From an optimization exercise on the open Yosys and OpenROAD flow, aimed at small area, a short achievable clock period and few clock cycles; shortcuts taken in it are not production practice. In this exercise RTL edits were held to simulation tests only and were not proved equivalent to the original. Power is estimated from default activity; no workload was simulated.

==> flow/design.v <==
module alu (
   input  logic [31:0]  i_a,
   input  logic [31:0]  i_b,
   input  logic [2:0]   i_op,
   input  logic         i_sub,       
   input  logic         i_arith,     
   output logic [31:0]  o_result,
   output logic         o_lt,
   output logic         o_ltu
);
   logic [32:0] sum;
   logic        lt, ltu;
   logic [31:0] shin, shout, shr;
   logic        left;
   assign sum = {1'b0, i_a} + {1'b0, i_b ^ {32{i_sub}}} + {32'd0, i_sub};
   assign ltu = ~sum[32];
   assign lt  = (i_a[31] ^ i_b[31]) ? i_a[31] : sum[31];
   assign o_lt  = lt;
   assign o_ltu = ltu;
   assign left = ~i_op[2];
   always_comb begin
      for (int i = 0; i < 32; i++) shin[i] = left ? i_a[31-i] : i_a[i];
   end
   assign shr = 32'($signed({i_arith & i_a[31], shin}) >>> i_b[4:0]);
   always_comb begin
      for (int i = 0; i < 32; i++) shout[i] = left ? shr[31-i] : shr[i];
   end
   always_comb begin
      case (i_op)
         3'd0:    o_result = sum[31:0];
         3'd1:    o_result = shout;
         3'd2:    o_result = {31'd0, lt};
         3'd3:    o_result = {31'd0, ltu};
         3'd4:    o_result = i_a ^ i_b;
         3'd5:    o_result = shout;
         3'd6:    o_result = i_a | i_b;
         default: o_result = i_a & i_b;
      endcase
   end
endmodule
module reg_file (
   input  logic         clk,
   input  logic         i_wr_en,
   input  logic [4:0]   i_wr_addr,
   input  logic [31:0]  i_wr_dt,
   input  logic [4:0]   i_rd_addr_1,
   input  logic [4:0]   i_rd_addr_2,
   output logic [31:0]  o_rd_dt_1,
   output logic [31:0]  o_rd_dt_2
);
   logic [31:0] regs [1:31];
   always_ff @(posedge clk) begin
      if (i_wr_en) regs[i_wr_addr] <= i_wr_dt;
   end
   always_comb begin
      o_rd_dt_1 = '0;
      o_rd_dt_2 = '0;
      for (int i = 1; i < 32; i++) begin
         o_rd_dt_1 = o_rd_dt_1 | ({32{i_rd_addr_1 == 5'(i)}} & regs[i]);
         o_rd_dt_2 = o_rd_dt_2 | ({32{i_rd_addr_2 == 5'(i)}} & regs[i]);
      end
   end
endmodule
module ariscv #(
   parameter NBW_ACLK      = 6,
   parameter NBW_INST      = 32,
   parameter NBW_REGISTER  = 32,
   parameter NBW_ADDR      = 5,
   parameter NBW_PC        = 32
)(
   input  logic                        clk,
   input  logic                        rst_async_n,
   input  logic [NBW_INST-1:0]         i_inst,
   output logic [NBW_PC-1:0]           o_pc,
   output logic [NBW_REGISTER-1:0]     o_writeData,
   output logic [NBW_REGISTER-1:0]     o_writeAddr,
   output logic                        o_memWrite,
   output logic [2:0]                  o_writeWidth,
   input  logic [NBW_REGISTER-1:0]     i_readData
);
   localparam logic [4:0] OP_LOAD = 5'b00000, OP_STORE = 5'b01000, OP_BRANCH = 5'b11000,
                          OP_JALR = 5'b11001, OP_JAL   = 5'b11011, OP_OPIMM  = 5'b00100,
                          OP_OP   = 5'b01100, OP_AUIPC = 5'b00101, OP_LUI    = 5'b01101;
   logic [11:2]   pc_q;
   logic          x_redirect;
   logic [11:2]   x_target;
   logic [4:0]    f_op;
   logic          f_jal, f_bck, f_pred, f_auipc;
   logic [11:2]   f_off, f_target;
   logic [12:2]   f_pc4;
   logic [12:2]   f_alt;
   assign o_pc = {20'd0, pc_q, 2'b00};
   assign f_op    = i_inst[6:2];
   assign f_jal   = (f_op == OP_JAL);
   assign f_bck   = (f_op == OP_BRANCH) & i_inst[31];
   assign f_pred  = f_jal | f_bck;
   assign f_auipc = (f_op == OP_AUIPC);
   assign f_off   = f_jal ? {i_inst[20], i_inst[30:22]} : {i_inst[7], i_inst[30:25], i_inst[11:9]};
   assign f_target = pc_q + f_off;
   assign f_pc4   = {1'b0, pc_q} + 11'd1;
   assign f_alt   = f_auipc ? {1'b0, pc_q} : (f_pred | (f_op != OP_BRANCH)) ? f_pc4 : {1'b0, f_target};
   always_ff @(posedge clk or negedge rst_async_n) begin
      if (!rst_async_n)   pc_q <= '0;
      else if (x_redirect) pc_q <= x_target;
      else if (f_pred)     pc_q <= f_target;
      else                 pc_q <= f_pc4[11:2];
   end
   logic          d_valid;
   logic [31:0]   d_ir;
   logic          d_pred;
   logic [12:2]   d_alt;
   always_ff @(posedge clk or negedge rst_async_n) begin
      if (!rst_async_n) d_valid <= 1'b0;
      else              d_valid <= ~x_redirect;
   end
   always_ff @(posedge clk) begin
      d_ir   <= i_inst;
      d_pred <= f_pred;
      d_alt  <= f_alt;
   end
   logic [4:0]    d_op;
   logic [2:0]    d_f3;
   logic [4:0]    d_rs1, d_rs2, d_rd;
   logic [31:0]   d_imm;
   logic          d_wen;
   logic [31:0]   d_rd1, d_rd2;
   assign d_op  = d_ir[6:2];
   assign d_f3  = d_ir[14:12];
   assign d_rs1 = d_ir[19:15];
   assign d_rs2 = d_ir[24:20];
   assign d_rd  = d_ir[11:7];
   always_comb begin
      case (d_op)
         OP_STORE: d_imm = {{20{d_ir[31]}}, d_ir[31:25], d_ir[11:7]};
         OP_LUI:   d_imm = {d_ir[31:12], 12'd0};
         OP_AUIPC: d_imm = {d_ir[31:12], d_alt[11:2], 2'b00};
         default:  d_imm = {{20{d_ir[31]}}, d_ir[31:20]};
      endcase
   end
   assign d_wen = (d_op != OP_STORE) & (d_op != OP_BRANCH) & (d_rd != 5'd0);
   logic          x_valid, x_wen;
   logic [4:0]    x_rd;
   logic [31:0]   x_result;
   logic          x_we;
   assign x_we = x_valid & x_wen;
   reg_file uu_rf (
      .clk         (clk),
      .i_wr_en     (x_we),
      .i_wr_addr   (x_rd),
      .i_wr_dt     (x_result),
      .i_rd_addr_1 (d_rs1),
      .i_rd_addr_2 (d_rs2),
      .o_rd_dt_1   (d_rd1),
      .o_rd_dt_2   (d_rd2)
   );
   logic [31:0]   x_a, x_b, x_imm;
   logic [2:0]    x_f3;
   logic [2:0]    x_aluop;
   logic          x_sub, x_arith, x_useimm;
   logic          x_load, x_store, x_branch, x_jalr, x_jal, x_lui;
   logic          x_pred;
   logic [12:2]   x_alt;
   always_ff @(posedge clk or negedge rst_async_n) begin
      if (!rst_async_n) x_valid <= 1'b0;
      else              x_valid <= d_valid & ~x_redirect;
   end
   always_ff @(posedge clk) begin
      x_a      <= (x_we && x_rd == d_rs1) ? x_result : d_rd1;
      x_b      <= (x_we && x_rd == d_rs2) ? x_result : d_rd2;
      x_imm    <= d_imm;
      x_rd     <= d_rd;
      x_wen    <= d_wen;
      x_f3     <= d_f3;
      x_aluop  <= (d_op == OP_OP || d_op == OP_OPIMM) ? d_f3 : 3'd0;
      x_sub    <= (d_op == OP_OP && d_f3 == 3'd0 && d_ir[30]) || d_op == OP_BRANCH ||
                  ((d_op == OP_OP || d_op == OP_OPIMM) && d_f3[2:1] == 2'b01);
      x_arith  <= d_ir[30];
      x_useimm <= (d_op != OP_OP) & (d_op != OP_BRANCH);
      x_load   <= (d_op == OP_LOAD);
      x_store  <= (d_op == OP_STORE);
      x_branch <= (d_op == OP_BRANCH);
      x_jalr   <= (d_op == OP_JALR);
      x_jal    <= (d_op == OP_JAL) | (d_op == OP_JALR);
      x_lui    <= (d_op == OP_LUI) | (d_op == OP_AUIPC);
      x_pred   <= d_pred;
      x_alt    <= d_alt;
   end
   logic [31:0]   x_srcb, x_alu;
   logic          x_lt, x_ltu, x_eq, x_cond, x_taken;
   logic [11:0]   x_addr;
   assign x_srcb = x_useimm ? x_imm : x_b;
   alu uu_alu (
      .i_a      (x_a),
      .i_b      (x_srcb),
      .i_op     (x_aluop),
      .i_sub    (x_sub),
      .i_arith  (x_arith),
      .o_result (x_alu),
      .o_lt     (x_lt),
      .o_ltu    (x_ltu)
   );
   assign x_eq = (x_a == x_b);
   always_comb begin
      case (x_f3[2:1])
         2'b00:   x_cond = x_eq;
         2'b10:   x_cond = x_lt;
         default: x_cond = x_ltu;
      endcase
   end
   assign x_taken = x_cond ^ x_f3[0];
   assign x_addr = x_a[11:0] + x_imm[11:0];
   assign x_redirect = x_valid & (x_jalr | (x_branch & (x_taken ^ x_pred)));
   assign x_target   = x_jalr ? x_addr[11:2] : x_alt[11:2];
   always_comb begin
      if (x_load)      x_result = i_readData;
      else if (x_jal)  x_result = {19'd0, x_alt, 2'b00};
      else if (x_lui)  x_result = x_imm;
      else             x_result = x_alu;
   end
   assign o_writeAddr  = {20'd0, x_addr};
   assign o_writeData  = x_b;
   assign o_writeWidth = x_f3;
   assign o_memWrite   = x_valid & x_store;
endmodule
==> flow/run.sh <==
#!/bin/bash
# synth_recipe.tcl (not shown) runs the flow's synth.tcl, then flattens the netlist and writes it again
# the make line also repeats each setting of config.mk as NAME=value (left out here)
make -C /OpenROAD-flow-scripts/flow DESIGN_CONFIG=/design/flow/config.mk WORK_HOME=/design/flow/orfs CLKGATE_MAP_FILE= SYNTH_SCRIPT=/design/flow/synth_recipe.tcl finish
==> flow/config.mk <==
export PLATFORM = sky130hd
export DESIGN_NAME = ariscv
export DESIGN_NICKNAME = ariscv
export VERILOG_FILES = /design/flow/design.v
export SDC_FILE = /design/flow/constraint.sdc
export NUM_CORES = 8
export LEC_CHECK = 0
export CAP_MARGIN = 20
export CORE_MARGIN = 2
export CORE_UTILIZATION = 40
export SLEW_MARGIN = 20
==> flow/constraint.sdc <==
create_clock -name core_clock -period 11.0 [get_ports {clk}]
set_input_delay 2.2000 -clock core_clock [delete_from_list [all_inputs] [get_ports {clk}]]
set_output_delay 2.2000 -clock core_clock [all_outputs]
set_load 0.01 [all_outputs]
==> impl_metrics.env <==
export IMPL_clock_root_buffer="clkbuf_16"
export IMPL_intPower_mw=8.74
export IMPL_syn_area_um2=56700
export IMPL_r2r_slack_ns=4.83
export IMPL_ys_ff_latch=1175
export IMPL_post_cts_buffers=0
export IMPL_max_freq_mhz=156
export IMPL_crit_path_start="x_a[0]"
export IMPL_drv_slew=0
export IMPL_synth_distinct_cells=97
export IMPL_syn_to_final_growth_pct=14.4
export IMPL_portBuffers=121
export IMPL_fp_row_count=138
export IMPL_max_vdd_ir_drop_mv=0.153
export IMPL_routedWlPerCell_um=41.6
export IMPL_drc=0
export IMPL_num_vias=50200
export IMPL_grt_usage_pct=37.6
export IMPL_async_flop_share_pct=1.02
export IMPL_routed_wl_um=282000
export IMPL_fp_dieH_um=381
export IMPL_cpMostUsedCell="a21oi_1"
export IMPL_drive_gt1_share_pct=11.3
export IMPL_fin_cells=6794
export IMPL_end_kind="output port"
export IMPL_min_period_over_period_pct=58.1
export IMPL_final_nets=4977
export IMPL_worstSetupPathType="reg2out"
export IMPL_hold_buffers=0
export IMPL_cp_arrival_ns=4.19
export IMPL_dr_first_iter_drc_count=11300
export IMPL_startpoint_type="register"
export IMPL_routabilityCongestion=1.04
export IMPL_switching_share_pct=31.9
export IMPL_yosysMostFrequentCell="edfxtp_1"
export IMPL_synth_top_area_cell="edfxtp_1"
export IMPL_grt_start_max_net_pins=49
export IMPL_synthTopCellsByArea="edfxtp_1, a22oi_1, dfxtp_1"
export IMPL_slew_headroom_pct=10.6
export IMPL_rsz0062_at_grt="false"
export IMPL_viasPerCell=7.39
export IMPL_yosys_warnings=3
export IMPL_crit_chain="ha_1, inv_1, fa_1, nor2b_1, o21ai_0, a21boi_0, o311ai_0, a21oi_1, a21oi_1, xnor2_1, clkdlybuf4s50_1"
export IMPL_seqPwrFrac_pct=46.1
export IMPL_tightest_slew_ns=1.34
export IMPL_syn_avg_cell_area_um2=12.1
export IMPL_cts_buffer_depth=3
export IMPL_drv_cap=0
export IMPL_worst_path_max_delay_cell="clkdlybuf4s50_1"
export IMPL_start_util_pct=40.2
export IMPL_post_place_cells=6562
export IMPL_clkLatencyLatePin_ns=0.80
export IMPL_worstPathRequired_ns=8.80
export IMPL_ys_seq_area_share_pct=59.1
export IMPL_ctsResizeCount=0
export IMPL_synth_top_cells_by_count="edfxtp_1, a22oi_1, nand2_1"
export IMPL_fin_tns_setup_ns=0
export IMPL_finalSetupViolations=0
export IMPL_die_w_um=381
export IMPL_r2r_end="uu_rf.regs[12][13]"
export IMPL_fin_crit_ns=6.39
export IMPL_p_total_mw=12.8
export IMPL_p_per_area_nw_per_um2=198
export IMPL_multiInputGateArea_um2=22100
export IMPL_finalHoldViolCount=0
export IMPL_antenna_found_initial=13
export IMPL_r2r_cells=13
export IMPL_grt_pass1_wl_um=379000
export IMPL_clkPwrFrac_pct=31.9
export IMPL_grt_pass1_vias=46600
export IMPL_cts_sinks=1175
export IMPL_crit_path_max_incr_delay_ns=0.64
export IMPL_endpoint="o_writeAddr[10]"
export IMPL_synth_edf_count=992
export IMPL_drtAntennaViolNets=0
export IMPL_cp_max_fo=8
export IMPL_grt_overflow=0
export IMPL_regArea_um2=33500
export IMPL_cts_made_buffers=116
export IMPL_ios=166
export IMPL_hold_class="reg2reg"
export IMPL_fillCellCount=12700
export IMPL_reg2reg_from="x_useimm"
export IMPL_syn_inst=4698
export IMPL_place_hpwl_um=169000
export IMPL_p_switching_mw=4.10
export IMPL_htree_num_levels=3
export IMPL_ys_flop_type="edfxtp_1"
export IMPL_coreArea_um2=141000
export IMPL_die_area_um2=145000
export IMPL_status="finished clean"
export IMPL_cts_tree="yes"
export IMPL_skew_ns=0.0644
export IMPL_comb_power_share_pct=22.0
export IMPL_leakage_nw=22.2
export IMPL_dr_pass1_iters=12
export IMPL_cts_reportedPaths_clkPinSlew_ns=0.06
export IMPL_synth_top_area_share_pct=52.5
-- critical path: cells and delay by family, from the launching register on --
family | cells | cell delay (ns)
flops | 1 | 0.58
buf+inv | 2 | 0.70
xor+xnor | 1 | 0.31
fa+ha+maj | 2 | 0.68
simple gates | 1 | 0.12
compound gates | 5 | 1.04
-- state kept, by name, summed over array words and instances (netlist names), 3 cells and up --
register    cells
x_rd            5
d_alt          11
x_aluop         3
x_b            32
x_alt          11
x_imm          32
d_ir           30
pc_q           10
uu_rf.regs    992
x_f3            3
x_a            32
-- per-layer routing --
layer  global-route usage, %  share of wire [%]
met5                       0              0.030
met3                    15.3                 17
met1                    45.9                 33
met4                    28.4                9.6
met2                    52.9                 40
-- worst min path at each step --
stage	from	endpoint	slack [ns]	cells past startpoint
finish	d_alt[12]	x_alt[12]	0.33	0
global route	d_alt[12]	x_alt[12]	0.33	0
CTS	d_alt[12]	x_alt[12]	0.33	0
detailed placement	d_pred	x_pred	0.31	0
global placement	d_pred	x_pred	0.31	0
floorplan	d_alt[12]	x_alt[12]	0.31	0
-- kinds of logic after synthesis --
family,share of synthesized area (%)
adders and majority gates,2.67
other,0.00661
buffers and inverters,3.51
AOI/OAI and AO/OA,19.8
and+or+nand+nor,9.35
DFF,59.1
muxes,3.70
xor gates and xnor gates,1.90
-- power groups by stage --
stage | sequential (mW) | clock [mW] | combinational, mW
floorplan | 5.87 | 0 | 1.54
global placement | 6.00 | 0 | 2.65
detailed placement | 5.99 | 0 | 2.67
CTS | 5.90 | 4.07 | 2.68
global route | 5.93 | 4.23 | 2.95
finish | 5.92 | 4.09 | 2.82
-- through the flow --
| step | cell area (µm²) | setup slack [ns] | hold slack [ns] | utilization [%] |
|---|---|---|---|---|
| 2_1_floorplan | 56900 | 5.73 | 0.310 | - |
| 3_3_place_gp | 60900 | 4.85 | 0.312 | 43.2 |
| 3_5_place_dp | 60900 | 4.85 | 0.315 | 43.2 |
| 4_1_cts | 64800 | 4.66 | 0.329 | 45.9 |
| 5_1_grt | 64800 | 4.42 | 0.335 | 46.0 |
| 6_report | 64900 | 4.61 | 0.326 | 46.0 |
-- placed cells by master (no fill, tap or decap), types with 33 or more instances in the layout --
cell type        netlist  routed
edfxtp_1             992     992
a22oi_1              807     807
nand2_1              365     364
buf_4                 46     169
nor2_1               263     168
dfxtp_1              171     166
a21oi_1              135     134
mux2i_1              127     125
clkdlybuf4s50_1        0     121
nand3_1              119     118
clkbuf_16              0     117
ha_1                 116     116
o21ai_0              113     111
nand4_1              105     105
inv_1                103     103
xnor2_1              102     102
nor2_4                 0      94
nor3_1                89      89
a222oi_1              69      69
a22o_1                57      57
a221o_1               47      46
conb_1                 1      42
and3_1                37      37
mux2_2                35      35
a221oi_1              33      33
-- final cells by class --
cell class,count,area share (%)
Inverter,110,0.641
Tap cell,1890,3.65
Clock inverter,71,1.13
Timing Repair Buffer,292,3.89
Antenna cell,9,0.0347
Multi-Input combinational cell,3097,34.1
Sequential cell,1175,51.7
Clock buffer,150,4.85
Testbench counts, summed over its fixed seeds: cycles 378,374.

what the ideal ports hide:
No port has a modelled driver above. Below, the same layout with a new extraction and two added sets of constraints.
Step 1, drivers: a clkbuf_16 drives clk and a buf_2 each remaining input, both assumed.
Step 2 times the ports against the registers' clock, not the clock port: input delays grow and output delays shrink by t, the midpoint of the rising clock arrivals with the driver on.
Slacks: no drivers / after step 1 / after step 2; pairs: no drivers / after step 1.
t, ns: 0.847
setup slack, ns: 4.607 / 4.530 / 4.759
clock arrival spread, ns: 0.065 / 0.065
worst register clock-pin slew, ns: 0.08 / 0.08
cell pins on the clock port's net: 1
After both steps this run still meets setup and hold. For this run, drivers alone change the setup slack by -0.077 ns; drivers and shift together by +0.152 ns.
